Context: an optimization exercise on an open-source flow, tuned for small area, a short achievable clock period and few clock cycles per item. The choices shown serve that exercise and are no tape-out recipe.
Only simulation tests tie the RTL to the original design; equivalence was not proved.

Setup of north:
// fft1024
module fft1024
(
    input clk,
    input rst_n,
    input start,
    output reg finish,
    input clear,
    input [31:0] dout0,
    output reg oce0,
    output reg ce0,
    output reg wre0,
    output reg [10:0] ad0,
    output reg [31:0] din0,
    input [31:0] dout1,
    output reg oce1,
    output reg ce1,
    output reg wre1,
    output reg [10:0] ad1,
    output reg [31:0] din1,
    input [15:0] dout_w,
    output reg oce_w,
    output reg ce_w,
    output reg [10:0] ad_w
);
Settings: LEC_CHECK=0, ABC_AREA=1, CAP_MARGIN=20, CORE_MARGIN=2, CORE_UTILIZATION=60, GPL_TIMING_DRIVEN=1, PLACE_DENSITY=0.7, SLEW_MARGIN=20; clock period 16.0 ns.
standard.sh (not shown) runs the stock make flow with config.mk's settings and CLKGATE_MAP_FILE= SYNTH_SCRIPT=/design/flow/synth_recipe.tcl, a recipe that flattens the netlist after the stock synthesis.
==> flow/flow/run.sh <==
#!/bin/bash
set -o pipefail
export BUFFER_PORTS_ARGS="-buffer_cell sky130_fd_sc_hd__buf_2"
cp standard.sh standard_copy.txt 2>/dev/null
bash standard.sh > standard.log 2>&1
north has completed all stages; timing, DRC and antenna checks passed.
Testbench counts of north, summed over its fixed seeds: cycles 123,000, ffts 12.
> inputs changed (north -> south)
Settings: GPL_TIMING_DRIVEN removed (was 1).
Results
Result: PASS for each of south and north
Reported for south and north, setup slack of the critical path after layout turned out identical to the last digit.
Area growth from synthesis to final layout: north vs south identical
Comparing north against south, there is no change at all in synthesized-area fraction occupied by xor and xnor cells.
Reported for south and north, number of violations of the max-capacitance limit turned out identical to the last digit.
Changes in east relative to south:
Settings: SLEW_MARGIN changed from 20 to 60.
Findings:
east against south: routing usage on met1 comparable; worst setup slack grew by 160 ps; number of DRC markers after the initial detailed-route iteration shows a reduction of 60; ratio of final minimum period to clock period fell by 0.99 points; overall global routing resource usage saw an increase.
east reports a higher clock distribution area overhead in the final layout than south does.
On vias per cell, the lower figure sits with east, not south.
east completed end to end with timing, DRC and antenna clean.
For west, these inputs were changed with respect to east:
Settings: swapping 20 for 40 in CAP_MARGIN.
| number of buffers added by the clock tree synthesis step | west vs east | ≈ equal |
Any difference in worst endpoint required time between west and east is small enough to ignore.
Taking east as the reference, in west overall fraction of global-route tracks in use about even; number of antenna violations at the first check in global routing roughly the same.
What middle does differently from west at the input level:
Settings: changing SLEW_MARGIN from 60 to 40; changing CAP_MARGIN from 40 to 20.
==> results.txt <==
- Per the comparison of middle with west, count of fill cells added during filler insertion -0.96%.
- middle vs west — area overhead of the layout relative to synthesis dropped 1.1 points.
- Comparing middle and west, the lower non-clock buffer count in the final layout is on middle.
- Diff west -> middle | time the final worst path needs with I/O delays and setup | increase of 91 ps

Another version of the RTL of fft1024 (not shown whole).
For scale: about 390 flip-flops.
Settings: LEC_CHECK=0, ABC_AREA=1, CAP_MARGIN=20, CORE_MARGIN=2, CORE_UTILIZATION=40, CTS_CLUSTER_DIAMETER=60, CTS_CLUSTER_SIZE=80, SLEW_MARGIN=20; clock period 16.0 ns.
Scripts as last shown in full above: flow/flow/run.sh
The baseline ran to the end with no violations.
Testbench counts at the start, summed over its fixed seeds: cycles 122,976, ffts 12.
Then changed:
- ABC_AREA: 1 -> default
- CTS_CLUSTER_DIAMETER: 60 -> default
- CTS_CLUSTER_SIZE: 80 -> default
What happened: Area after synthesis shrinks by 4.3%. Final area went down by 3.6%. Global-route usage goes down by 1.5 points. Clock skew is lower by 0.0039 ns. Wire length is lower by 11%. Non-clock buffer count rose by 8.

job 1832:
fft1024 again, from the RTL that the note above started with.
==> flow/design.v (excerpt) <==
module fft1024
(
    input clk,
    input rst_n,
    input start,
    output reg finish,
    input clear,
    input [31:0] dout0,
    output reg oce0,
    output reg ce0,
    output reg wre0,
    output reg [10:0] ad0,
    output reg [31:0] din0,
    input [31:0] dout1,
    output reg oce1,
    output reg ce1,
    output reg wre1,
    output reg [10:0] ad1,
    output reg [31:0] din1,
    input [15:0] dout_w,
    output reg oce_w,
    output reg ce_w,
    output reg [10:0] ad_w
);
reg run;             
reg ph;              
reg [3:0] s;         
reg [8:0] u;         
reg gap;             
wire        e0_v = run && (s <= 4'd9) && !gap;
wire        e0_x = (s == 4'd9) && !gap;
wire        e0_b = u[0];
wire [7:0]  e0_bi = u[8:1];
reg  [8:0]  e0_mask;    
always @(*) begin
    case (s)
        4'd0: e0_mask = 9'h000;
        4'd1: e0_mask = 9'h001;
        4'd2: e0_mask = 9'h003;
        4'd3: e0_mask = 9'h007;
        4'd4: e0_mask = 9'h00f;
        4'd5: e0_mask = 9'h01f;
        4'd6: e0_mask = 9'h03f;
        4'd7: e0_mask = 9'h07f;
        default: e0_mask = 9'h0ff;
    endcase
end
wire [8:0] e0_bw  = {1'b0, e0_bi};
wire [8:0] e0_ins = ((e0_bw << 1) & ~{e0_mask[7:0], 1'b1}) | (e0_bw & e0_mask);
wire [8:0] e0_a0  = e0_x ? u : e0_ins;
wire [8:0] e0_a1  = e0_x ? u : (e0_ins | (e0_mask + 9'd1));
reg  [8:0] e0_i;
always @(*) begin
    case (s)
        4'd0: e0_i = 9'd0;
        4'd1: e0_i = {e0_bi[0], 8'd0};
        4'd2: e0_i = {e0_bi[1:0], 7'd0};
        4'd3: e0_i = {e0_bi[2:0], 6'd0};
        4'd4: e0_i = {e0_bi[3:0], 5'd0};
        4'd5: e0_i = {e0_bi[4:0], 4'd0};
        4'd6: e0_i = {e0_bi[5:0], 3'd0};
        4'd7: e0_i = {e0_bi[6:0], 2'd0};
        4'd8: e0_i = {e0_bi[7:0], 1'd0};
        default: e0_i = u;
    endcase
end
wire e0_sr = e0_i > 9'd256;
wire [10:0] e0_adre = e0_sr ? {e0_i - 9'd256, 2'b00} : {9'd256 - e0_i, 2'b00};
wire [10:0] e0_adim = e0_sr ? {9'd0 - e0_i, 2'b00} : {e0_i, 2'b00};
reg       e1_v, e2_v, e3_v;
reg       e1_x, e2_x, e3_x;      
  ...
==> flow/config.mk <==
export PLATFORM = sky130hd
export DESIGN_NAME = fft1024
export DESIGN_NICKNAME = fft1024
export VERILOG_FILES = /design/flow/design.v
export SDC_FILE = /design/flow/constraint.sdc
export NUM_CORES = 4
export LEC_CHECK = 0
export CAP_MARGIN = 50
export CORE_MARGIN = 2
export CORE_UTILIZATION = 40
export SLEW_MARGIN = 75
==> flow/constraint.sdc <==
create_clock -name core_clock -period 16.0 [get_ports {clk}]
set_input_delay 3.2000 -clock core_clock [delete_from_list [all_inputs] [get_ports {clk}]]
set_output_delay 3.2000 -clock core_clock [all_outputs]
set_load 0.01 [all_outputs]
Scripts as last shown in full above: flow/flow/run.sh
Testbench counts of job 1832, summed over its fixed seeds: cycles 122,976, ffts 12.
What job 570 does differently from job 1832 at the input level:
Settings: setting CTS_CLUSTER_SIZE to 25 for the first time; changing CAP_MARGIN from 50 to 20; changing SLEW_MARGIN from 75 to 20; setting ABC_AREA to 1 for the first time.
--- outcome ---
In job 570 relative to job 1832, height of the chip had gone up by a few percent. For the count of clock-buffer cells in the layout, job 570 came in 7 higher than job 1832 did. Re adder and majority cell fraction of the synthesized area: job 570 and job 1832 aren't equal, and the higher value belongs to job 1832. On worst endpoint required time: between job 570 and job 1832, it ends up higher for job 1832. The layout inverter count without the clock tree in job 1832 is 0.63 times that in job 570. Post-CTS setup buffer count: job 1832 vs job 570 identical. Job 570 vs. job 1832: met2 usage went up by 2.7 points. When the final numbers for job 570 and job 1832 were put side by side, the tap cell instance count turned out to be greater in job 570. Job 570 vs job 1832, slowest stage cell on the critical path: dfrtp_1 vs fa_1. Worst hold slack after final layout in job 570 is 5.2 ps below job 1832. Sort job 570 and job 1832 by die area desc -> top: job 570.
> inputs changed (job 570 -> job 6016)
Settings: an added CTS_CLUSTER_DIAMETER of 60; a change of CTS_CLUSTER_SIZE from 25 to 30.
Results
- Job 570 -> job 6016: peak per-stage delay on the critical path flat
- Changes observed in job 6016 relative to job 570: non-filler instance count after layout shows no meaningful change; area of all placed cells without fillers shows no meaningful change; core utilization shows no meaningful change; register fraction of the total cell area shows no meaningful change.

[separate check: timing with driven ports]
The flow's constraints put no driver on any port. The routed layouts listed below were extracted and timed again, unchanged, in two steps.
Step 1 assumes that a clkbuf_16 drives the clock port and a buf_2 every other input.
Step 2 adds t to the input delays and takes it off the output delays; t is the mean of the earliest and latest rising clock arrival at the registers after step 1. Input paths then give back, and output paths get back, about the clock's delay inside the block.
Three values: ideal, step 1, step 2; two values: the first two.
| run | t (ns) | setup slack, ns | worst slew at a driven data input, ns |
|---|---|---|---|
| north | 0.625 | 11.541 / 11.541 / 11.541 | 0.04 |
| south | 0.625 | 11.541 / 11.541 / 11.541 | 0.04 |
| east | 0.641 | 11.700 / 11.646 / 11.700 | 0.04 |
| west | 0.641 | 11.700 / 11.646 / 11.700 | 0.04 |
| middle | 0.627 | 11.610 / 11.610 / 11.606 | 0.04 |
| the first run of note 2 | 0.674 | 11.634 / 11.567 / 11.703 | 0.04 |
| the second run of note 2 | 0.659 | 11.441 / 11.441 / 11.441 | 0.06 |
| job 1832 | 0.665 | 11.563 / 11.562 / 11.563 | 0.07 |
| job 570 | 0.686 | 11.647 / 11.578 / 11.718 | 0.04 |
| job 6016 | 0.674 | 11.634 / 11.567 / 11.703 | 0.04 |
After both steps every run listed still meets setup and hold. For middle, which loses most, drivers alone change the setup slack by 0.000 ns; drivers and shift together by -0.004 ns.
